From an optimization exercise on the open Yosys and OpenROAD flow, aimed at a short achievable clock period and few clock cycles; shortcuts taken in it are not production practice. Function was checked by simulation only, so behaviour that the tests miss may differ from the original. Power is estimated from default activity; no workload was simulated.

$ cat flow/config.mk
export PLATFORM = sky130hd
export DESIGN_NAME = rat_6_arch
export DESIGN_NICKNAME = rat_6_arch
export VERILOG_FILES = /design/flow/design.v
export SDC_FILE = /design/flow/constraint.sdc
export NUM_CORES = 4
export LEC_CHECK = 0
export ABC_CLOCK_PERIOD_IN_PS = 1500
export CAP_MARGIN = 20
export CORE_MARGIN = 2
export CORE_UTILIZATION = 40
export SETUP_SLACK_MARGIN = 4
export SLEW_MARGIN = 20
export SYNTH_HIERARCHICAL = 1
export SYNTH_MINIMUM_KEEP_SIZE = 0
$ cat flow/constraint.sdc
create_clock -name core_clock -period 6.0 [get_ports {CLK}]
set_input_delay 1.2000 -clock core_clock [delete_from_list [all_inputs] [get_ports {CLK}]]
set_output_delay 1.2000 -clock core_clock [all_outputs]
set_load 0.01 [all_outputs]
$ cat flow/design.v
`timescale 1ns / 1ps
module rat_6_arch(
    input [7:0]IN_PORT,
    input CLK,
    output IO_STRB,
    input RESET,
    output [7:0]PORT_ID,
    output [7:0]OUT_PORT,
    output [9:0]PROG_ADDR,
    input [17:0]PROG_IR
    );
    logic [9:0]       pc;         
    logic             dv;         
    logic [31:0][7:0] rf;         
    logic             C, Z;       
    logic       e_wr;             
    logic [4:0] e_rd;
    logic [7:0] e_an, e_bn;       
    logic [7:0] e_bsn;            
    logic       e_arith, e_sub, e_cin;    
    logic       e_and, e_or, e_xor, e_movb, e_in;
    logic       e_lsl, e_lsr, e_rol, e_ror, e_asr;
    logic       e_ldc, e_ldz, e_clc, e_sec;
    logic       w_wr;
    logic [4:0] w_rd;
    logic [7:0] w_q;
    logic       strb_q;
    logic [7:0] port_q, out_qn;
    assign PROG_ADDR = pc;
    assign IO_STRB   = strb_q;
    assign PORT_ID   = port_q;
    assign OUT_PORT  = ~out_qn;
    logic [7:0] w;                
    logic       co, x8o, zl;      
    rat_alu alu (
        .an(e_an), .bn(e_bn), .bsn(e_bsn), .C(C), .in_port(IN_PORT),
        .arith(e_arith), .sub(e_sub), .cin(e_cin),
        .f_and(e_and), .f_or(e_or), .f_xor(e_xor), .movb(e_movb), .f_in(e_in),
        .lsl(e_lsl), .lsr(e_lsr), .rol(e_rol), .ror(e_ror), .asr(e_asr),
        .w(w), .co(co), .x8o(x8o), .zl(zl));
    always_ff @(posedge CLK) begin
        w_wr <= e_wr;
        w_rd <= e_rd;
        w_q  <= w;
        for (int i = 0; i < 32; i++)
            if (w_wr && w_rd == i) rf[i] <= w_q;
    end
    logic [4:0] hi;
    logic [1:0] lo;
    logic [4:0] rx, ry;
    logic [7:0] imm;
    assign hi  = PROG_IR[17:13];
    assign lo  = PROG_IR[1:0];
    assign rx  = PROG_IR[12:8];
    assign ry  = PROG_IR[7:3];
    assign imm = PROG_IR[7:0];
    logic rr_lg, rr_ar, rr_cmp, rr_mov;
    logic im, im_lg, im_ar, im_cmp, im_mov, im_in, im_out;
    logic [2:0] f;                
    logic sh, sh_lsl, sh_lsr, sh_rol, sh_ror, sh_asr;
    logic op_clc, op_sec;
    logic alu2, is_cmp, is_mov, inv_b;
    always_comb begin
        im     = hi[4];
        rr_lg  = (hi == 5'b00000);
        rr_ar  = (hi == 5'b00001);
        rr_cmp = (hi == 5'b00010) & (lo == 2'b00);
        rr_mov = (hi == 5'b00010) & (lo == 2'b01);
        im_lg  = (hi[4:2] == 3'b100);
        im_ar  = (hi[4:2] == 3'b101);
        im_cmp = (hi == 5'b11000);
        im_in  = (hi == 5'b11001);
        im_out = (hi == 5'b11010);
        im_mov = (hi == 5'b11011);
        f      = im ? hi[2:0] : {hi[0], lo};
        alu2   = rr_lg | rr_ar | im_lg | im_ar;
        is_cmp = rr_cmp | im_cmp;
        is_mov = rr_mov | im_mov;
        sh_lsl = (hi == 5'b01000) & (lo == 2'b00);
        sh_lsr = (hi == 5'b01000) & (lo == 2'b01);
        sh_rol = (hi == 5'b01000) & (lo == 2'b10);
        sh_ror = (hi == 5'b01000) & (lo == 2'b11);
        sh_asr = (hi == 5'b01001) & (lo == 2'b00);
        sh     = sh_lsl | sh_lsr | sh_rol | sh_ror | sh_asr;
        op_clc = (hi == 5'b01100) & (lo == 2'b00);
        op_sec = (hi == 5'b01100) & (lo == 2'b01);
    end
    rat_invb ivb (.hi(hi), .lo(lo), .inv_b(inv_b));
    logic [7:0] a_rf, b_rf, a_nxn, b_nxn, bs_nxn, o_nxn;
    logic       efx, efy;
    logic       wfx, wfy;
    logic [31:0][3:0] rf_lo, rf_hi;
    always_comb
        for (int j = 0; j < 32; j++) begin
            rf_lo[j] = rf[j][3:0];
            rf_hi[j] = rf[j][7:4];
        end
    rat_rdport rpa0 (.rf(rf_lo), .adr(rx), .q(a_rf[3:0]));
    rat_rdport rpa1 (.rf(rf_hi), .adr(rx), .q(a_rf[7:4]));
    rat_rdport rpb0 (.rf(rf_lo), .adr(ry), .q(b_rf[3:0]));
    rat_rdport rpb1 (.rf(rf_hi), .adr(ry), .q(b_rf[7:4]));
    logic       sox, soy;
    rat_eq2 fex (.a1(e_rd), .b1(rx), .en1(e_wr), .a2(5'd0), .b2(5'd0), .en2(1'b0), .f(1'b0), .q(efx));
    rat_eq2 fey (.a1(e_rd), .b1(ry), .en1(e_wr & ~hi[4]), .a2(5'd0), .b2(5'd0), .en2(1'b0), .f(1'b0), .q(efy));
    rat_eq2 fwx (.a1(w_rd), .b1(rx), .en1(w_wr), .a2(5'd0), .b2(5'd0), .en2(1'b0), .f(1'b0), .q(wfx));
    rat_eq2 fwy (.a1(w_rd), .b1(ry), .en1(w_wr), .a2(5'd0), .b2(5'd0), .en2(1'b0), .f(1'b0), .q(wfy));
    rat_eq2 fox (.a1(e_rd), .b1(rx), .en1(e_wr), .a2(w_rd), .b2(rx), .en2(w_wr), .f(1'b0), .q(sox));
    rat_eq2 foy (.a1(e_rd), .b1(ry), .en1(e_wr), .a2(w_rd), .b2(ry), .en2(w_wr), .f(hi[4]), .q(soy));
    rat_bypass bpa (.sel_w(efx), .w(w), .sel_i(1'b0), .i(8'h00), .sel_q(wfx), .wq(w_q), .sel_o(sox),
                    .r(a_rf), .inv(1'b0), .qn(a_nxn), .qn2(o_nxn), .qsn());
    rat_bypass bpb (.sel_w(efy), .w(w), .sel_i(im), .i(imm), .sel_q(wfy), .wq(w_q), .sel_o(soy),
                    .r(b_rf), .inv(inv_b), .qn(b_nxn), .qn2(), .qsn(bs_nxn));
    logic [9:0] pc_nx, pc_inc;
    logic       dv_nx, c_nx, z_nx, cin_nx;
    assign pc_inc = pc + 10'd1;
    rat_brsel brs (
        .reset(RESET), .dv(dv),
        .hi(hi), .lo(lo),
        .C(C), .Z(Z), .ldc(e_ldc), .ldz(e_ldz), .clc(e_clc), .sec(e_sec),
        .arith(e_arith), .sub(e_sub), .co(co), .x8o(x8o), .zl(zl),
        .cin1((alu2 & f[2] & f[1] & ~f[0]) | is_cmp),      
        .cinc(alu2 & f[2] & ~f[1] & f[0]),                 
        .cinn(alu2 & f[2] & f[1] & f[0]),                  
        .tgt(PROG_IR[12:3]), .inc(pc_inc),
        .pc_nx(pc_nx), .dv_nx(dv_nx), .c_nx(c_nx), .z_nx(z_nx), .cin_nx(cin_nx));
    always_ff @(posedge CLK) begin
        pc <= pc_nx;
        dv <= dv_nx;
        C  <= c_nx;
        Z  <= z_nx;
        e_cin <= cin_nx;
    end
    always_ff @(posedge CLK) begin
        e_an  <= a_nxn;
        e_bn  <= b_nxn;
        e_bsn <= bs_nxn;
        e_rd <= rx;
        e_arith <= (alu2 & f[2]) | is_cmp;
        e_sub   <= inv_b;
        e_and   <= alu2 & (f == 3'b000 || f == 3'b011);
        e_or    <= alu2 & (f == 3'b001);
        e_xor   <= alu2 & (f == 3'b010);
        e_movb  <= is_mov;
        e_in    <= im_in;
        e_lsl   <= sh_lsl;
        e_lsr   <= sh_lsr;
        e_rol   <= sh_rol;
        e_ror   <= sh_ror;
        e_asr   <= sh_asr;
        if (RESET || !dv) begin
            e_wr  <= 1'b0;
            e_ldc <= 1'b0;
            e_ldz <= 1'b0;
            e_clc <= 1'b0;
            e_sec <= 1'b0;
        end else begin
            e_wr  <= (alu2 & (f != 3'b011)) | is_mov | im_in | sh;
            e_ldc <= alu2 | is_cmp | sh;
            e_ldz <= alu2 | is_cmp | sh;
            e_clc <= op_clc;
            e_sec <= op_sec;
        end
    end
    always_ff @(posedge CLK) begin
        strb_q <= ~RESET & dv & im_out;
        port_q <= imm;
        out_qn <= o_nxn;
    end
endmodule
module rat_rdport (
    input  [31:0][3:0] rf,
    input  [4:0]       adr,
    output [3:0]       q
    );
    logic [3:0] s0;
    logic [7:0] s1;
    logic [3:0][3:0] grp;
    always_comb begin
        for (int j = 0; j < 4; j++) s0[j] = (adr[1:0] == j);
        for (int j = 0; j < 8; j++) s1[j] = (adr[4:2] == j);
    end
    for (genvar l = 0; l < 4; l++) begin : g8
        rat_sel8 s8 (.d({rf[28+l], rf[24+l], rf[20+l], rf[16+l], rf[12+l], rf[8+l], rf[4+l], rf[l]}),
                     .s(s1), .q(grp[l]));
    end
    rat_sel4 s4 (.d0(grp[0]), .d1(grp[1]), .d2(grp[2]), .d3(grp[3]), .s(s0), .q(q));
endmodule
module rat_sel4 (
    input  [3:0] d0, d1, d2, d3,
    input  [3:0] s,
    output [3:0] q
    );
    assign q = ({4{s[0]}} & d0) | ({4{s[1]}} & d1) | ({4{s[2]}} & d2) | ({4{s[3]}} & d3);
endmodule
module rat_sel8 (
    input  [7:0][3:0] d,
    input  [7:0]      s,
    output logic [3:0] q
    );
    always_comb begin
        q = 4'h0;
        for (int j = 0; j < 8; j++) q = q | ({4{s[j]}} & d[j]);
    end
endmodule
module rat_eq2 (
    input  [4:0] a1, b1, a2, b2,
    input        en1, en2, f,
    output       q
    );
    assign q = f | (en1 & (a1 == b1)) | (en2 & (a2 == b2));
endmodule
module rat_bypass (
    input              sel_w,
    input  [7:0]       w,
    input              sel_i,
    input  [7:0]       i,
    input              sel_q,
    input  [7:0]       wq,
    input              sel_o,    
    input  [7:0]       r,
    input              inv,
    output [7:0]       qn,       
    output [7:0]       qn2,      
    output [7:0]       qsn       
    );
    logic [7:0] o, o_s, rs;
    rat_opmux om (.sel_w(sel_w), .w(w), .sel_i(sel_i), .i(i), .sel_q(sel_q), .wq(wq),
                  .inv(inv), .q(o), .qs(o_s));
    rat_xor #(8) xr (.a(r), .b({8{inv}}), .y(rs));
    rat_mux2n m1 (.s(sel_o), .d1(o), .d0(r), .q(qn));
    rat_mux2n m3 (.s(sel_o), .d1(o), .d0(r), .q(qn2));
    rat_mux2n m2 (.s(sel_o), .d1(o_s), .d0(rs), .q(qsn));
endmodule
module rat_opmux (
    input              sel_w,
    input  [7:0]       w,
    input              sel_i,
    input  [7:0]       i,
    input              sel_q,
    input  [7:0]       wq,
    input              inv,
    output logic [7:0] q,
    output logic [7:0] qs
    );
    always_comb begin
        q   = sel_i ? i : sel_w ? w : wq;
        qs  = q ^ {8{inv}};
    end
endmodule
module rat_mux2n (
    input        s,
    input  [7:0] d1,
    input  [7:0] d0,
    output [7:0] q
    );
    assign q = ~(s ? d1 : d0);
endmodule
module rat_mux2 (
    input        s,
    input  [7:0] d1,
    input  [7:0] d0,
    output [7:0] q
    );
    assign q = s ? d1 : d0;
endmodule
module rat_brsel (
    input              reset,
    input              dv,
    input  [4:0]       hi,
    input  [1:0]       lo,
    input              C, Z,
    input              ldc, ldz, clc, sec,
    input              arith, sub, co, x8o, zl,
    input              cin1, cinc, cinn,        
    input  [9:0]       tgt,
    input  [9:0]       inc,
    output [9:0]       pc_nx,
    output             dv_nx,
    output             c_nx,
    output             z_nx,
    output             cin_nx
    );
    logic       c1, c0, z1, z0, tc1, tc0, tz1, tz0, tz, k1, k0, d1, d0;
    logic [9:0] tgt_r, inc_r;
    rat_tk tk (.dv(dv), .hi(hi), .lo(lo), .c1(c1), .c0(c0), .z1(z1), .z0(z0),
               .tc1(tc1), .tc0(tc0), .tz1(tz1), .tz0(tz0));
    always_comb begin
        c1 = ~clc & (sec | (ldc ? (arith ? ~sub : x8o) : C));
        c0 = ~clc & (sec | (ldc ? (arith ?  sub : x8o) : C));
        z1 = ldz | Z;
        z0 = ~ldz & Z;
        k1 = cin1 | (cinc & c1) | (cinn & ~c1);
        k0 = cin1 | (cinc & c0) | (cinn & ~c0);
        d1 = ~reset & ~tc1;
        d0 = ~reset & ~tc0;
        tgt_r = reset ? 10'd0 : tgt;
        inc_r = reset ? 10'd0 : inc;
    end
    rat_mux #(1)  mc (.s(co), .d1(c1), .d0(c0), .q(c_nx));
    rat_mux #(1)  mz (.s(zl), .d1(z1), .d0(z0), .q(z_nx));
    rat_mux #(1)  mk (.s(co), .d1(k1), .d0(k0), .q(cin_nx));
    for (genvar i = 0; i < 10; i++) begin : pb
        rat_pcb b (.co(co), .zl(zl), .tc1(tc1), .tc0(tc0), .tz1(tz1), .tz0(tz0),
                   .t(tgt_r[i]), .n(inc_r[i]), .q(pc_nx[i]));
    end
    rat_pcb bd (.co(co), .zl(zl), .tc1(tc1), .tc0(tc0), .tz1(tz1), .tz0(tz0),
                .t(1'b0), .n(~reset), .q(dv_nx));
endmodule
module rat_invb (
    input  [4:0] hi,
    input  [1:0] lo,
    output       inv_b
    );
    assign inv_b = (hi[4:1] == 4'b1011)                           
                 | (hi == 5'b11000)                               
                 | ((hi == 5'b00001) & (lo[1] == 1'b1))           
                 | ((hi == 5'b00010) & (lo == 2'b00));            
endmodule
module rat_tk (
    input        dv,
    input  [4:0] hi,
    input  [1:0] lo,
    input        c1, c0, z1, z0,
    output logic tc1, tc0, tz1, tz0
    );
    logic br_n, br_eq, br_ne, br_cs, br_cc;
    always_comb begin
        br_n   = (hi == 5'b00100) & (lo == 2'b00);
        br_eq  = (hi == 5'b00100) & (lo == 2'b10);
        br_ne  = (hi == 5'b00100) & (lo == 2'b11);
        br_cs  = (hi == 5'b00101) & (lo == 2'b00);
        br_cc  = (hi == 5'b00101) & (lo == 2'b01);
        tc1 = dv & ((br_cs & c1) | (br_cc & ~c1));
        tc0 = dv & ((br_cs & c0) | (br_cc & ~c0));
        tz1 = dv & (br_n | (br_eq & z1) | (br_ne & ~z1));
        tz0 = dv & (br_n | (br_eq & z0) | (br_ne & ~z0));
    end
endmodule
module rat_pcb (
    input  co, zl, tc1, tc0, tz1, tz0, t, n,
    output q
    );
    assign q = ((zl ? tz1 : tz0) | (co ? tc1 : tc0)) ? t : n;
endmodule
module rat_mux #(parameter int W = 1) (
    input          s,
    input  [W-1:0] d1,
    input  [W-1:0] d0,
    output [W-1:0] q
    );
    assign q = s ? d1 : d0;
endmodule
module rat_alu (
    input  [7:0]       an, bn, bsn,      
    input              C,
    input  [7:0]       in_port,
    input              arith, sub, cin,
    input              f_and, f_or, f_xor, movb, f_in,
    input              lsl, lsr, rol, ror, asr,
    output [7:0]       w,
    output logic       co,       
    output logic       x8o,      
    output logic       zl        
    );
    logic       za;
    logic [7:0] a, b, p, g, k, sum, zt, zt_b, wo;
    logic [8:0] cy;
    logic       xo;
    assign a = ~an;
    assign b = ~bn;
    assign g = ~(an | bsn);
    assign k = ~(an & bsn);
    rat_xor #(8) x_p (.a(an), .b(bsn), .y(p));
    rat_carry    cc  (.p(p), .g(g), .cin(cin), .cy(cy));
    rat_xor #(8) x_s (.a(p), .b(cy[7:0]), .y(sum));
    assign zt_b = ~{k[6:0], cin};
    rat_xor #(8) x_z (.a(p), .b(zt_b), .y(zt));
    rat_wother   wot (.a(a), .b(b), .p(p), .g(g), .k(k), .C(C), .in_port(in_port),
                      .f_and(f_and), .f_or(f_or), .f_xor(f_xor), .movb(movb), .f_in(f_in),
                      .lsl(lsl), .lsr(lsr), .rol(rol), .ror(ror), .asr(asr),
                      .w(wo), .x8(xo));
    rat_wsel     wse (.arith(arith), .sum(sum), .wo(wo), .w(w));
    rat_zdet     zd  (.an(an), .p(p), .g(g), .k(k), .zt(zt), .C(C), .arith(arith), .sub(sub),
                      .f_and(f_and), .f_or(f_or), .f_xor(f_xor),
                      .lsl(lsl), .lsr(lsr), .rol(rol), .ror(ror), .asr(asr), .zl(zl));
    always_comb begin
        co = cy[8];
        x8o = xo;
    end
endmodule
module rat_carry (
    input  [7:0]       p, g,
    input              cin,
    output logic [8:0] cy
    );
    logic [7:0] g1, p1, g2, p2, gg, pp;
    always_comb begin
        for (int i = 0; i < 8; i++) begin
            g1[i] = (i >= 1) ? (g[i] | (p[i] & g[i-1])) : g[i];
            p1[i] = (i >= 1) ? (p[i] & p[i-1]) : p[i];
        end
        for (int i = 0; i < 8; i++) begin
            g2[i] = (i >= 2) ? (g1[i] | (p1[i] & g1[i-2])) : g1[i];
            p2[i] = (i >= 2) ? (p1[i] & p1[i-2]) : p1[i];
        end
        for (int i = 0; i < 8; i++) begin
            gg[i] = (i >= 4) ? (g2[i] | (p2[i] & g2[i-4])) : g2[i];
            pp[i] = (i >= 4) ? (p2[i] & p2[i-4]) : p2[i];
        end
        cy[0] = cin;
        for (int i = 0; i < 8; i++) cy[i+1] = gg[i] | (pp[i] & cin);
    end
endmodule
module rat_wother (
    input  [7:0]       a, b, p, g, k,
    input              C,
    input  [7:0]       in_port,
    input              f_and, f_or, f_xor, movb, f_in,
    input              lsl, lsr, rol, ror, asr,
    output logic [7:0] w,
    output logic       x8
    );
    always_comb begin
        w  = ({8{f_and}} & g)
           | ({8{f_or}}  & k)
           | ({8{f_xor}} & p)
           | ({8{movb}}  & b)
           | ({8{f_in}}  & in_port)
           | ({8{lsl}}   & {a[6:0], C})
           | ({8{lsr}}   & {C, a[7:1]})
           | ({8{rol}}   & {a[6:0], a[7]})
           | ({8{ror}}   & {a[0], a[7:1]})
           | ({8{asr}}   & {a[7], a[7:1]});
        x8 = (lsl & a[7])
           | ((lsr | ror | asr) & a[0])
           | (rol & a[7]);
    end
endmodule
module rat_zdet (
    input  [7:0] an, p, g, k, zt,
    input        C, arith, sub, f_and, f_or, f_xor, lsl, lsr, rol, ror, asr,
    output logic zl
    );
    always_comb begin
        zl = (arith & (&zt) & (sub ? k[7] : ~k[7]))
           | (f_and & (g == 8'h00))
           | (f_or  & (k == 8'h00))
           | (f_xor & (p == 8'h00))
           | ((lsl | lsr) & (an == 8'hff) & ~C)
           | ((rol | ror | asr) & (an == 8'hff));
    end
endmodule
module rat_wsel (
    input        arith,
    input  [7:0] sum,
    input  [7:0] wo,
    output [7:0] w
    );
    assign w = ({8{arith}} & sum) | wo;
endmodule
module rat_xor #(parameter int W = 8) (
    input  [W-1:0] a,
    input  [W-1:0] b,
    output [W-1:0] y
    );
    assign y = a ^ b;
endmodule
$ cat flow/run.sh
#!/bin/bash
# synth_recipe.tcl (not shown) runs the flow's synth.tcl, then flattens the netlist and writes it again
# the make line also repeats each setting of config.mk as NAME=value (left out here)
make -C /OpenROAD-flow-scripts/flow DESIGN_CONFIG=/design/flow/config.mk WORK_HOME=/design/flow/orfs CLKGATE_MAP_FILE= SYNTH_SCRIPT=/design/flow/synth_recipe.tcl finish
==> results of run 1 <==
==> critical path: stages, from the launching register on <==
cell,delay [ns]
dfxtp_4,0.41
xor2_4,0.23
o21ai_2,0.10
o21bai_4,0.24
a2111oi_4,0.08
buf_4,0.17
o31ai_4,0.32
clkbuf_16,0.23
mux2i_1,0.18
nand2_1,0.09
mux2_4,0.29
==> repair_timing <==
item | in CTS | in global routing
endpoints found under the setup margin | 306 | 260
gates resized for setup | 451 | 92
buffers inserted | 97 | 32
pin swaps | 96 | 67
gates cloned | 12 | 5
endpoints found under the hold margin | 0 | 0
==> worst min path at each step <==
stage	slack, ns	endpoint	cells after the start
final	0.42	w_wr	0
after detailed placement	0.40	w_wr	0
after global routing	0.45	w_wr	0
after CTS	0.42	w_wr	0
after floorplan	0.37	w_wr	0
after global placement	0.41	w_wr	0
==> per-stage QoR <==
step	hold WS [ns]	instance area [µm²]	power [µW]
6_report	0.4222	22320	6524
3_5_place_dp	0.4039	18310	3839
3_3_place_gp	0.4148	18320	3831
4_1_cts	0.4215	21550	6400
5_1_grt	0.4499	22320	6753
2_1_floorplan	0.3725	17250	3483
==> layer usage <==
metal | vias up | share of wire (%) | global-route usage (%)
met5 | - | 0 | 0
met4 | 0 | 5.2 | 13.30
met3 | 191 | 9.1 | 4.181
met2 | 813 | 46 | 41.24
met1 | 6716 | 39 | 33.40
li1 | 5935 | - | -
==> state kept, by name, indices dropped and copies added (netlist names), 5 cells and up <==
name,cells
rf,256
e_bn,8
e_an,8
out_qn,8
e_bsn,8
port_q,8
e_rd,5
pc,10
w_q,8
w_rd,5
==> layout make-up <==
type / count / area (µm²)
flip-flops and latches: 346 / 9560
inverters: 30 / 112.6
well taps: 532 / 665.6
repair buffers: 207 / 2371
multi-input cells: 997 / 8368
clock inverters: 21 / 201.4
clock buffers: 50 / 1039
fillers: 3367 / 18700
==> report_power, final <==
| group | internal, µW | leakage (µW) | switching, µW | total, µW |
|---|---|---|---|---|
| logic | 567 | 0.00428 | 763 | 1330 |
| clock network | 1360 | 0.000601 | 987 | 2350 |
| registers | 2750 | 0.00311 | 98.5 | 2850 |
| total | 4670 | 0.00799 | 1850 | 6520 |
==> out/results.tsv, run 1 <==
metric	value	unit
clkLatencyLatePin	0.58	ns
crit_fanout	6	
cts_max_level	2	
dieHeight	208.2	µm
worst_slack	3.530	ns
slew_headroom	53.21	%
cp-start-kind	flip-flop	
start_util	40.64	%
cap_violations	0	
worstHoldStart	e_wr	
grt_usage	25.60	%
hold_viol_final	0	
arrival	2.92	ns
root_buffer	clkbuf_16	
grt_antenna_before_repair	0	
critPathCaptureType	flip-flop	
ys.warnings.count	16	
status	finished clean	
min_path_type	reg2reg	
clock_skew	0.02768	ns
viasPerCell	6.255	
rsz0062_at_grt	true	
final_cells	2183	
synthToLayoutAreaGrowth	33.87	%
reg2regPathDepth	10	
port_buffers	54	
fp.coreArea	41020	µm²
p_per_area	292.3	nW/µm²
drive_above_1_share	33.56	%
cts_buffer_depth	3	
rrSetupSlack	3.53	ns
wl	57430	µm
startpoint	e_bsn[1]	
fmax	404.8	MHz
avgRoutedWirePerCell	26.31	µm
drc	0	
cp_data_required_time	6.45	ns
num_rows	74	
final_common_cell	edfxtp_1	
synth_area_per_cell	12.27	µm²
cts_tree	yes	
vias	13655	
die_x	208.2	µm
cts.sinks	346	
finalCritPeriodShare	41.17	%
p_leak	0.007987	µW
grt_pass1_wl	83250	µm
rr_startpoint	e_bsn[1]	
crit_path_end	pc[8]	
cts.clk_slew.worst_paths	0.06	ns
final-setup-viol-count	0	
ant_nets	0	
layout_common_cells	edfxtp_1, a22oi_1, buf_4, nand4_1, nand2_1	
dr.pass1.iters	10	
grt_pass1_vias	13140	
grt_max_degree	44	
r2r_end	pc[8]	
dp_slack	1.610	ns
dieArea	43330	µm²
drv_slew	0	
dpl.cell_count	1966	
cts_buffers	39	
nNetsFinal	1650	
crit_type	reg2reg	
drtIter0Drc	1952	
ctsHoldBuffers	0	
dp_hpwl	34140	µm
irDropWorstVdd	0.0001694	V
gp_congestion	0.9189	
final_util	54.41	%
grt_overflow	0	
num_antenna_cells	0	
synthCells	1359	
syn_area	16670	µm²
floorplan.io_pins	55	
fin_crit	2.470	ns
setup-tns-final	0	ns
worst_pin_slew	0.7018	ns
Testbench counts, summed over its fixed seeds: cycles 11,731.
==> run 2, diff against run 1 <==
--- a/flow/config.mk
+++ b/flow/config.mk
@@ -9,5 +9,5 @@
 export CAP_MARGIN = 20
 export CORE_MARGIN = 2
-export CORE_UTILIZATION = 40
+export CORE_UTILIZATION = 55
 export SETUP_SLACK_MARGIN = 4
 export SLEW_MARGIN = 20
==> run 2 against run 1 <==
Maximum frequency fell by 1.2%. Sequential share of layout area fell by 0.83 points. Core utilization rose by 22 points. Clock power rose by 3%. Count of clock-buffer cells in the layout did not move. First-iteration DRC count rose by 16%. Die area fell by 27%. Non-clock buffer count rose by 18. Combinational power barely moved.
==> out/results.tsv, run 2 <==
metric	value	unit	change
drc	0		unchanged
p_int	4755	µW	+1.7%
max_stage_delay	0.25	ns	-0.16 ns
root_buffer	clkbuf_16		
synth_area_per_cell	12.27	µm²	unchanged
drtIter0Drc	2267		+16%
num_antenna_cells	0		unchanged
p_switching	1872	µW	+1.3%
syn_area	16670	µm²	unchanged
ant_nets	0		unchanged
grt_antenna_before_repair	1		+1
floorplan.io_pins	55		unchanged
crit_path_frequent_cell	a22oi_1		
nNetsFinal	1677		+1.6%
cp_slowest_cell	a22oi_1		
dr_wl_met2	27230	µm	+2.1%
grt_pass1_vias	13517		+2.9%
cts_max_level	2		unchanged
gp_congestion	0.9603		+4.5%
synthCells	1359		unchanged
cap_violations	0		unchanged
share_seq_of_total_power	43.1	%	-0.5 points
critPathCaptureType	flip-flop		
cts.sinks	346		unchanged
ctsHoldBuffers	0		unchanged
drive_above_1_share	36.55	%	+3.0 points
hold_viol_final	0		unchanged
start_util	56.10	%	+15 points
swShare	28.25	%	-0.090 points
layout_common_cells	edfxtp_1, a22oi_1, buf_4, a22oi_2, nand4_1		
crit_fanout	7		+1
cp_data_required_time	6.44	ns	about the same
fin_crit	2.500	ns	+0.02935 ns
arrival	2.94	ns	+0.02 ns
largest_reg_flops	256		unchanged
status	finished clean		
ys.warnings.count	16		unchanged
fp.coreArea	29720	µm²	-28%
p_per_area	290.6	nW/µm²	-0.59%
wl	60300	µm	+5.0%
reg_top3	rf: 256 flops, pc: 10 flops		
power.share.clock	36.3	%	+0.3 points
num_rows	63		-15%
grt_pass1_wl	85740	µm	+3.0%
drv_slew	0		unchanged
clock_skew	0.03597	ns	+0.008297 ns
grt_overflow	0		unchanged
dr.max_layer_used	met5		
path_cells	buf_12 > buf_16 > buf_6 > and3_4 > buf_4 > a22oi_1 > nand4_1 > a22oi_1 > nand2_2 > mux2i_1		
fmax	400.1	MHz	-1.2%
avgRoutedWirePerCell	29.17	µm	+11%
cts.clk_slew.worst_paths	0.06	ns	about the same
clkLatencyLatePin	0.56	ns	-0.02 ns
rsz0062_at_grt	true		
cts_buffers	38		-2.6%
die_x	178.1	µm	-14%
setup-tns-final	0	ns	unchanged
dr.pass1.iters	9		-1
final-setup-viol-count	0		unchanged
crit_type	in2reg		
final_util	76.74	%	+22 points
final_common_cell	edfxtp_1		
fill_cells	1781		-47%
irDropWorstVdd	0.0003134	V	+85%
p_leak	0.008285	µW	+3.7%
cts_tree	yes		
comb_power_share	20.6	%	+0.2 points
cts_buffer_depth	3		unchanged
viasPerCell	7.051		+13%
met3_length	7460	µm	+44%
top_register	rf		
finalCritPeriodShare	41.66	%	+0.49 points
cp-start-kind	input port		
dieArea	31720	µm²	-27%
worst_pin_slew	0.9449	ns	+0.2431 ns
vias	14575		+6.7%
port_buffers	54		unchanged
drt-met1-wl	21520	µm	-4.6%
dieHeight	178.1	µm	-14%
grt_max_degree	35		-20%
min_path_type	reg2reg		
grt_usage	36.82	%	+11 points
dp_hpwl	33410	µm	-2.1%
synthToLayoutAreaGrowth	36.80	%	
slew_headroom	36.77	%	-16 points
## run 2: changes by cell type in the layout (fill, tap and decap cells not counted), moves of 5 or more
cell / delta
xor2_1: +5
clkbuf_8: +5
a22oi_1: -36
nor2_2: +7
xor2_2: -6
buf_4: +5
dfxtp_4: +8
and3b_2: +7
dfxtp_2: -9
a22oi_2: +36
nor2_4: -9
## run 2: final cells by class
cell class                      count  area (µm²)  area share, %
Clock inverter                     19       220.2         0.9656
Clock buffer                       50        1067          4.680
Tap cell                          390       488.0          2.140
Sequential cell                   346        9579          42.00
Inverter                           30       112.6         0.4938
Multi-Input combinational cell   1007        8673          38.03
Timing Repair Buffer              225        2665          11.69
## run 2: power by group through the flow
stage / logic (µW) / clock network [µW] / registers (µW)
finish: 1360 / 2410 / 2860
CTS: 1240 / 2410 / 2850
global placement: 954 / 0 / 2870
floorplan: 580 / 0 / 2900
detailed placement: 963 / 0 / 2870
global route: 1420 / 2510 / 2860
## run 2: final timing paths
check | from | cells after the start | slack, ns | to
min reg2reg | e_rd[1] | 0 | 0.46 | w_rd[1]
max reg2reg | e_bsn[0] | 11 | 3.54 | e_bsn[5]
max | PROG_IR[12] | 10 | 3.50 | e_an[0]
min | e_rd[1] | 0 | 0.46 | w_rd[1]
## run 2: what timing repair did
action / in CTS / in global routing
buffers inserted: 108 / 28
gates resized for setup: 504 / 108
endpoints found under the setup margin: 226 / 219
gates cloned: 32 / 4
pin swaps: 121 / 85
## run 2: metrics by stage
step / worst slack, ns / hold WS [ns] / cell area, µm² / total power (µW) / cells
2_1_floorplan: 3.278 / 0.3725 / 17250 / 3483 / 1398
3_3_place_gp: 1.704 / 0.4220 / 18150 / 3829 / 1826
3_5_place_dp: 1.587 / 0.4235 / 18150 / 3836 / 1826
4_1_cts: 3.572 / 0.4571 / 22060 / 6496 / 2035
5_1_grt: 3.450 / 0.4738 / 22810 / 6796 / 2067
6_report: 3.500 / 0.4599 / 22810 / 6627 / 2067
## run 2: critical path, delay by kind of cell
family | cells | cell delay [ns]
multiplexers | 1 | 0.16
AO/OA/AOI/OAI | 2 | 0.46
buffers and inverters | 4 | 0.58
AND/OR/NAND/NOR | 3 | 0.54
## run 2: metal layers
layer	vias up	GRT usage, %
met5	-	0
met4	2	18.65
met3	321	8.205
met2	1218	57.85
met1	6986	48.19
li1	6048	-
==> run 3, diff against run 2 <==
--- a/flow/design.v
+++ b/flow/design.v
@@ -85,6 +85,6 @@
         op_clc = (hi == 5'b01100) & (lo == 2'b00);
         op_sec = (hi == 5'b01100) & (lo == 2'b01);
+        inv_b  = (alu2 & f[2] & f[1]) | is_cmp;    
     end
-    rat_invb ivb (.hi(hi), .lo(lo), .inv_b(inv_b));
     logic [7:0] a_rf, b_rf, a_nxn, b_nxn, bs_nxn, o_nxn;
     logic       efx, efy;
@@ -101,10 +101,6 @@
     rat_rdport rpb1 (.rf(rf_hi), .adr(ry), .q(b_rf[7:4]));
     logic       sox, soy;
-    rat_eq2 fex (.a1(e_rd), .b1(rx), .en1(e_wr), .a2(5'd0), .b2(5'd0), .en2(1'b0), .f(1'b0), .q(efx));
-    rat_eq2 fey (.a1(e_rd), .b1(ry), .en1(e_wr & ~hi[4]), .a2(5'd0), .b2(5'd0), .en2(1'b0), .f(1'b0), .q(efy));
-    rat_eq2 fwx (.a1(w_rd), .b1(rx), .en1(w_wr), .a2(5'd0), .b2(5'd0), .en2(1'b0), .f(1'b0), .q(wfx));
-    rat_eq2 fwy (.a1(w_rd), .b1(ry), .en1(w_wr), .a2(5'd0), .b2(5'd0), .en2(1'b0), .f(1'b0), .q(wfy));
-    rat_eq2 fox (.a1(e_rd), .b1(rx), .en1(e_wr), .a2(w_rd), .b2(rx), .en2(w_wr), .f(1'b0), .q(sox));
-    rat_eq2 foy (.a1(e_rd), .b1(ry), .en1(e_wr), .a2(w_rd), .b2(ry), .en2(w_wr), .f(hi[4]), .q(soy));
+    rat_fwd fwd (.rx(rx), .ry(ry), .hi4(hi[4]), .e_wr(e_wr), .e_rd(e_rd), .w_wr(w_wr), .w_rd(w_rd),
+                 .efx(efx), .efy(efy), .wfx(wfx), .wfy(wfy), .sox(sox), .soy(soy));
     rat_bypass bpa (.sel_w(efx), .w(w), .sel_i(1'b0), .i(8'h00), .sel_q(wfx), .wq(w_q), .sel_o(sox),
                     .r(a_rf), .inv(1'b0), .qn(a_nxn), .qn2(o_nxn), .qsn());
@@ -203,10 +199,21 @@
     end
 endmodule
-module rat_eq2 (
-    input  [4:0] a1, b1, a2, b2,
-    input        en1, en2, f,
-    output       q
+module rat_fwd (
+    input  [4:0] rx, ry,
+    input        hi4,             
+    input        e_wr,
+    input  [4:0] e_rd,
+    input        w_wr,
+    input  [4:0] w_rd,
+    output logic efx, efy, wfx, wfy, sox, soy
     );
-    assign q = f | (en1 & (a1 == b1)) | (en2 & (a2 == b2));
+    always_comb begin
+        efx = e_wr && (e_rd == rx);
+        efy = e_wr && (e_rd == ry) && !hi4;
+        wfx = w_wr && (w_rd == rx);
+        wfy = w_wr && (w_rd == ry);
+        sox = efx | wfx;
+        soy = efy | wfy | hi4;
+    end
 endmodule
 module rat_bypass (
@@ -282,12 +289,20 @@
     );
     logic       c1, c0, z1, z0, tc1, tc0, tz1, tz0, tz, k1, k0, d1, d0;
-    logic [9:0] tgt_r, inc_r;
-    rat_tk tk (.dv(dv), .hi(hi), .lo(lo), .c1(c1), .c0(c0), .z1(z1), .z0(z0),
-               .tc1(tc1), .tc0(tc0), .tz1(tz1), .tz0(tz0));
+    logic [9:0] tgt_r, inc_r, pa1, pa0, pb;
+    logic       br_n, br_eq, br_ne, br_cs, br_cc;
     always_comb begin
+        br_n   = (hi == 5'b00100) & (lo == 2'b00);
+        br_eq  = (hi == 5'b00100) & (lo == 2'b10);
+        br_ne  = (hi == 5'b00100) & (lo == 2'b11);
+        br_cs  = (hi == 5'b00101) & (lo == 2'b00);
+        br_cc  = (hi == 5'b00101) & (lo == 2'b01);
         c1 = ~clc & (sec | (ldc ? (arith ? ~sub : x8o) : C));
         c0 = ~clc & (sec | (ldc ? (arith ?  sub : x8o) : C));
         z1 = ldz | Z;
         z0 = ~ldz & Z;
+        tc1 = dv & ((br_cs & c1) | (br_cc & ~c1));
+        tc0 = dv & ((br_cs & c0) | (br_cc & ~c0));
+        tz1 = dv & (br_n | (br_eq & z1) | (br_ne & ~z1));
+        tz0 = dv & (br_n | (br_eq & z0) | (br_ne & ~z0));
         k1 = cin1 | (cinc & c1) | (cinn & ~c1);
         k0 = cin1 | (cinc & c0) | (cinn & ~c0);
@@ -296,50 +311,20 @@
         tgt_r = reset ? 10'd0 : tgt;
         inc_r = reset ? 10'd0 : inc;
+        pa1 = tc1 ? tgt_r : inc_r;
+        pa0 = tc0 ? tgt_r : inc_r;
     end
     rat_mux #(1)  mc (.s(co), .d1(c1), .d0(c0), .q(c_nx));
     rat_mux #(1)  mz (.s(zl), .d1(z1), .d0(z0), .q(z_nx));
     rat_mux #(1)  mk (.s(co), .d1(k1), .d0(k0), .q(cin_nx));
-    for (genvar i = 0; i < 10; i++) begin : pb
-        rat_pcb b (.co(co), .zl(zl), .tc1(tc1), .tc0(tc0), .tz1(tz1), .tz0(tz0),
-                   .t(tgt_r[i]), .n(inc_r[i]), .q(pc_nx[i]));
-    end
-    rat_pcb bd (.co(co), .zl(zl), .tc1(tc1), .tc0(tc0), .tz1(tz1), .tz0(tz0),
-                .t(1'b0), .n(~reset), .q(dv_nx));
-endmodule
-module rat_invb (
-    input  [4:0] hi,
-    input  [1:0] lo,
-    output       inv_b
-    );
-    assign inv_b = (hi[4:1] == 4'b1011)                           
-                 | (hi == 5'b11000)                               
-                 | ((hi == 5'b00001) & (lo[1] == 1'b1))           
-                 | ((hi == 5'b00010) & (lo == 2'b00));            
-endmodule
-module rat_tk (
-    input        dv,
-    input  [4:0] hi,
-    input  [1:0] lo,
-    input        c1, c0, z1, z0,
-    output logic tc1, tc0, tz1, tz0
-    );
-    logic br_n, br_eq, br_ne, br_cs, br_cc;
-    always_comb begin
-        br_n   = (hi == 5'b00100) & (lo == 2'b00);
-        br_eq  = (hi == 5'b00100) & (lo == 2'b10);
-        br_ne  = (hi == 5'b00100) & (lo == 2'b11);
-        br_cs  = (hi == 5'b00101) & (lo == 2'b00);
-        br_cc  = (hi == 5'b00101) & (lo == 2'b01);
-        tc1 = dv & ((br_cs & c1) | (br_cc & ~c1));
-        tc0 = dv & ((br_cs & c0) | (br_cc & ~c0));
-        tz1 = dv & (br_n | (br_eq & z1) | (br_ne & ~z1));
-        tz0 = dv & (br_n | (br_eq & z0) | (br_ne & ~z0));
-    end
+    rat_mux #(1)  mt (.s(zl), .d1(tz1), .d0(tz0), .q(tz));
+    rat_mux #(10) mp (.s(co), .d1(pa1), .d0(pa0), .q(pb));
+    rat_mux #(10) mq (.s(tz), .d1(tgt_r), .d0(pb), .q(pc_nx));
+    rat_dvsel     md (.tz(tz), .co(co), .d1(d1), .d0(d0), .reset(reset), .q(dv_nx));
 endmodule
-module rat_pcb (
-    input  co, zl, tc1, tc0, tz1, tz0, t, n,
+module rat_dvsel (
+    input  tz, co, d1, d0, reset,
     output q
     );
-    assign q = ((zl ? tz1 : tz0) | (co ? tc1 : tc0)) ? t : n;
+    assign q = ~tz & (co ? d1 : d0) & ~reset;
 endmodule
 module rat_mux #(parameter int W = 1) (
--- a/flow/config.mk
+++ b/flow/config.mk
@@ -9,5 +9,5 @@
 export CAP_MARGIN = 20
 export CORE_MARGIN = 2
-export CORE_UTILIZATION = 55
+export CORE_UTILIZATION = 40
 export SETUP_SLACK_MARGIN = 4
 export SLEW_MARGIN = 20
==> run 3 against run 2 <==
Non-clock buffer count down 22. Register-to-register slack hardly changed. Still clean on timing, DRC and antenna. Final area down 2.4%. Global-route usage decreased by 11 points. Count of clock-buffer cells in the layout shrank 7. Power decreased by 0.97%. Highest routed layer is now met4.
==> out/results.tsv, run 3 <==
metric	value	unit	change
reg2regPathDepth	9		-2
final-setup-viol-count	0		unchanged
max_stage_delay	0.39	ns	+0.14 ns
grt_usage	25.69	%	-11 points
die_x	207.9	µm	+17%
viasPerCell	6.340		-10%
slew_headroom	51.39	%	+15 points
hold_viol_final	0		unchanged
hold_end	w_wr		
grt_overflow	0		unchanged
r2r_end	pc[9]		
arrival	2.89	ns	-0.05 ns
final_common_cell	edfxtp_1		
layout_common_cells	edfxtp_1, a22oi_1, buf_4, nand4_1, nand2_1		
status	finished clean		
port_buffers	54		unchanged
worstHoldStart	e_wr		
cts.sinks	346		unchanged
crit_fanout	6		-1
top_register	rf		
nNetsFinal	1598		-4.7%
num_rows	74		+17%
min_path_type	reg2reg		
dp_hpwl	33500	µm	+0.29%
ant_nets	0		unchanged
cts_buffer_depth	3		unchanged
clkLatencyLatePin	0.57	ns	about the same
floorplan.io_pins	55		unchanged
multiInputGateArea	8056	µm²	-7.1%
fill_cells	3392		+90%
grt_pass1_wl	84130	µm	-1.9%
num_antenna_cells	0		unchanged
drc	0		unchanged
ys.warnings.count	16		unchanged
grt_max_degree	35		unchanged
vias	13511		-7.3%
cts_buffers	39		+2.6%
clock_skew	0.01782	ns	-0.01815 ns
rsz0062_at_grt	true		
cap_violations	0		unchanged
cts_max_level	2		unchanged
irDropWorstVdd	0.0001878	V	-40%
cp_slowest_cell	or3_4		
cts_tree	yes		
drv_slew	0		unchanged
dr.pass1.iters	7		-2
drive_above_1_share	35.46	%	-1.1 points
avgRoutedWirePerCell	27.17	µm	-6.9%
path_cells	or3_4 > a22o_4 > nand2b_4 > a311oi_4 > buf_6 > mux2_4 > mux2i_1 > mux2_4 > mux2_4		
wl	57900	µm	-4.0%
rr_startpoint	e_asr		
grt_pass1_vias	13122		-2.9%
synth_area_per_cell	12.44	µm²	+1.4%
reg_top3	rf: 256 flops, pc: 10 flops		
syn_area	16630	µm²	-0.27%
setup-tns-final	0	ns	unchanged
dpl.cell_count	1917		+5.0%
finalCritPeriodShare	40.86	%	-0.80 points
synthToLayoutAreaGrowth	33.83	%	
synthCells	1336		-1.7%
grt_antenna_before_repair	0		-1
rrSetupSlack	3.55	ns	about the same
largest_reg_flops	256		unchanged
fin_crit	2.451	ns	-0.04812 ns
crit_path_frequent_cell	mux2_4		
critPathCaptureType	flip-flop		
final_cells	2131		+3.1%
cp_data_required_time	6.44	ns	about the same
dieArea	43210	µm²	+36%
drtIter0Drc	2094		-7.6%
holdPathStages	0		unchanged
regArea	9572	µm²	about the same
gp_congestion	0.9431		-1.8%
fp.coreArea	40920	µm²	+38%
root_buffer	clkbuf_16		
cp-start-kind	flip-flop		
dieHeight	207.9	µm	+17%
worst_pin_slew	0.7284	ns	-0.2165 ns
p_leak	0.007984	µW	-3.6%
start_util	40.63	%	-15 points
fmax	407.9	MHz	+2.0%
p_per_area	294.9	nW/µm²	+1.5%
cts.clk_slew.worst_paths	0.06	ns	about the same
crit_type	reg2reg		
-- run 3: final cells by class --
type / instances / area share (%)
tap: 532 / 2.992
multi-input combinational: 937 / 36.21
sequential: 346 / 43.02
timing repair buffer: 203 / 11.21
clock buffer: 43 / 4.454
inverter: 42 / 0.7085
clock inverter: 28 / 1.406
-- run 3: how the worst max path moves through the flow --
stage               cells after the start  slack, ns        start   endpoint
floorplan                               8       3.05   PROG_IR[1]   e_bsn[1]
CTS                                     9       3.56        e_asr      pc[9]
global route                           12       3.46   PROG_IR[7]   e_bsn[3]
finish                                  9       3.55        e_asr      pc[9]
detailed placement                      7       1.42  PROG_IR[10]  out_qn[0]
global placement                        7       1.44  PROG_IR[10]  out_qn[0]
-- run 3: power breakdown --
group	internal [µW]	switching, µW
Sequential	2740	123
Combinational	568	680
Clock	1460	997
-- run 3: critical path: cells and delay by family, from the launching register on --
kind / cells / cell delay [ns]
mux: 4 / 1.07
simple gates: 2 / 0.48
compound gates: 2 / 0.33
flops: 1 / 0.32
buf+inv: 1 / 0.15
-- run 3: metrics by stage --
step	total power (µW)	cell area, µm²	setup WS (ns)	utilization, %	hold slack (ns)
2_1_floorplan	3432	17000	3.049	-	0.3361
5_1_grt	6763	22250	3.464	54.37	0.4230
3_3_place_gp	3759	18000	1.435	44.00	0.3857
4_1_cts	6478	21580	3.561	52.73	0.3888
3_5_place_dp	3768	18020	1.424	44.04	0.3828
6_report	6563	22250	3.549	54.37	0.4104
-- run 3: repair_timing --
item,4_1_cts,5_1_grt
endpoints found under the setup margin,289,222
resized for setup,479,97
endpoints found under the hold margin,0,0
hold buffers,0,0
buffers inserted,98,20
cloned,19,6
pin swaps,73,54
-- run 3: metal layers --
| layer | track usage, % | part of all wire [%] | routed length (µm) | vias to the layer above |
|---|---|---|---|---|
| met5 | 0 | 0 | 0 | - |
| met4 | 8.780 | 4.0 | 2323 | 0 |
| met3 | 5.582 | 9.3 | 5387 | 173 |
| met2 | 42.74 | 48 | 27690 | 825 |
| met1 | 33.21 | 39 | 22500 | 6654 |
| li1 | - | - | - | 5859 |
Testbench counts of run 3, summed over its fixed seeds: cycles 11,731.
==> run 4, diff against run 3 <==
--- a/flow/config.mk
+++ b/flow/config.mk
@@ -9,5 +9,5 @@
 export CAP_MARGIN = 20
 export CORE_MARGIN = 2
-export CORE_UTILIZATION = 40
+export CORE_UTILIZATION = 55
 export SETUP_SLACK_MARGIN = 4
 export SLEW_MARGIN = 20
==> run 4 against run 3 <==
Worst setup slack lost 0.077 ns. Cell count shrank 7.6%. Count of clock-buffer cells in the layout grew 2. Flip-flop and latch count is the same. Core utilization grew 18 points. Sequential share of layout area grew 1.1 points. Routed wire length shrank 5.2%.
==> out/results.tsv, run 4 <==
metric	value	unit	change
grt_pass1_vias	12908		-1.6%
worst_pin_slew	0.8839	ns	+0.1555 ns
p_leak	0.007781	µW	-2.5%
avgRoutedWirePerCell	27.89	µm	+2.6%
cts.sinks	346		unchanged
clock_skew	0.02788	ns	+0.01006 ns
grt_usage	34.42	%	+8.7 points
root_buffer	clkbuf_16		
port_buffers	54		unchanged
cts_buffers	36		-7.7%
wl	54880	µm	-5.2%
cp_data_required_time	6.40	ns	-0.04 ns
layout_common_cells	edfxtp_1, a22oi_1, buf_4, nand4_1, nand2_1		
finalHoldWorstSlack	0.4114	ns	+0.0009760 ns
crit_type	in2reg		
drc	0		unchanged
cap_violations	0		unchanged
num_rows	63		-15%
hold_viol_final	0		unchanged
cp-start-kind	input port		
start_util	55.95	%	+15 points
die_x	177.9	µm	-14%
syn_area	16630	µm²	unchanged
fp.coreArea	29720	µm²	-27%
cts_buffer_depth	3		unchanged
p_per_area	290.9	nW/µm²	-1.4%
cts.clk_slew.worst_paths	0.06	ns	about the same
final_common_cell	edfxtp_1		
fin_crit	2.528	ns	+0.07669 ns
grt_max_degree	35		unchanged
ys.warnings.count	16		unchanged
synth_area_per_cell	12.44	µm²	unchanged
reg_top3	rf: 256 flops, pc: 10 flops		
worstHoldStart	e_wr		
vias	13491		-0.15%
floorplan.io_pins	55		unchanged
irDropWorstVdd	0.0002519	V	+34%
ctsHoldBuffers	0		unchanged
rsz0062_at_grt	true		
dr_wl_met2	25840	µm	-6.7%
hold_end	w_wr		
grt_antenna_before_repair	0		unchanged
dr.pass1.iters	9		+2
slew_headroom	40.86	%	-11 points
dp_hpwl	32370	µm	-3.4%
top_register	rf		
largest_reg_flops	256		unchanged
clkLatencyLatePin	0.54	ns	-0.03 ns
holdPathStages	0		unchanged
rrSetupSlack	3.50	ns	-0.05 ns
final-setup-viol-count	0		unchanged
viasPerCell	6.855		+8.1%
min_path_type	reg2reg		
dieHeight	177.9	µm	-14%
fmax	395.5	MHz	-3.0%
met3_length	5260	µm	-2.4%
drv_slew	0		unchanged
grt_pass1_wl	80100	µm	-4.8%
status	finished clean		
ant_nets	0		unchanged
drtIter0Drc	1938		-7.4%
r2r_end	pc[8]		
cts_tree	yes		
setup-tns-final	0	ns	unchanged
drive_above_1_share	33.35	%	-2.1 points
dr.max_layer_used	met4		
synthCells	1336		unchanged
synthToLayoutAreaGrowth	30.11	%	
crit_fanout	15		+9
drt-met1-wl	21380	µm	-5.0%
critPathCaptureType	flip-flop		
finalCritPeriodShare	42.14	%	+1.3 points
nNetsFinal	1578		-1.3%
rr_startpoint	e_bsn[1]		
grt_overflow	0		unchanged
arrival	2.93	ns	+0.04 ns
cts_max_level	2		unchanged
dieArea	31640	µm²	-27%
gp_congestion	0.9140		-3.1%
reg2regPathDepth	11		+2
run 4: area by class of cell:
class	count	area, µm²
Antenna cell	1	2.502
Clock buffer	45	954.7
Clock inverter	21	198.9
Fill cell	1998	8085
Inverter	42	157.7
Multi-Input combinational cell	930	7953
Sequential cell	346	9548
Tap cell	390	488.0
Timing Repair Buffer	193	2330
run 4: critical path, stage by stage:
cell and delay (ns):
buf_12 0.14, buf_8 0.16, and3b_4 0.28, a22oi_2 0.21, nand4_1 0.20, a22oi_2 0.27
nand2_1 0.15, xor2_1 0.19, mux2i_1 0.10
run 4: what timing repair did:
item | 4_1_cts | 5_1_grt
hold endpoints to repair | 0 | 0
setup endpoints to repair | 204 | 256
setup buffers | 97 | 13
gates cloned | 14 | 1
pin swaps | 89 | 37
gates resized for setup | 447 | 93
run 4: worst max-delay path by stage:
stage           startpoint         to  slack [ns]  cells past startpoint
6_report        PROG_IR[5]   e_bsn[5]        3.47                      9
2_1_floorplan   PROG_IR[1]   e_bsn[1]        3.05                      8
5_1_grt           e_bsn[1]   e_bsn[7]        3.36                     12
4_1_cts        PROG_IR[17]      pc[8]        3.53                      8
3_3_place_gp   PROG_IR[10]  out_qn[5]        1.55                      7
3_5_place_dp    PROG_IR[7]   e_bsn[6]        1.52                      8
run 4: where the power goes:
part	switching [µW]	internal (µW)	leakage, µW
registers	91.9	2730	0.00310
logic	705	545	0.00411
clock network	949	1270	0.000567
total	1750	4550	0.00778
run 4: layer usage:
metal  GRT usage [%]  up-vias
met3           6.534      157
met4           15.44        0
met5               0        -
met1           46.14     6626
li1                -     5793
met2           54.55      915
run 4: per-stage QoR:
stage	worst slack (ns)	instances	instance area, µm²	util, %	total power [µW]
after floorplan	3.049	1350	17000	-	3432
after global placement	1.553	1775	17830	59.99	3762
final	3.472	1968	21630	72.79	6293
after CTS	3.529	1953	21100	71.01	6202
after global routing	3.361	1967	21630	72.78	6481
after detailed placement	1.518	1776	17840	60.04	3769

==> re-timing with driven ports <==
No port has a modelled driver above. Below, the same layouts with a new extraction and two added sets of constraints.
Step 1 sets driving cells, clkbuf_16 on the clock port and buf_2 on the other inputs (assumed; they add their load-dependent delay and slew).
Step 2 also shifts input and output timing later by t, the mid clock arrival at the registers, as if the neighbouring blocks saw the same clock.
Slacks: ideal / step 1 / step 2; pairs: ideal / step 1.
run | t, ns | slack for setup (ns) | worst slew at a driven data input, ns
run 1 | 0.620 | 3.530 / 3.510 / 2.890 | 0.24
run 2 | 0.596 | 3.500 / 3.444 / 2.848 | 0.19
run 3 | 0.614 | 3.549 / 3.534 / 2.920 | 0.18
run 4 | 0.583 | 3.472 / 3.452 / 2.869 | 0.07
After both steps setup and hold are still met in every run listed. The setup slack of run 2, which loses most, moves by -0.056 ns with the drivers and by -0.652 ns with both steps.
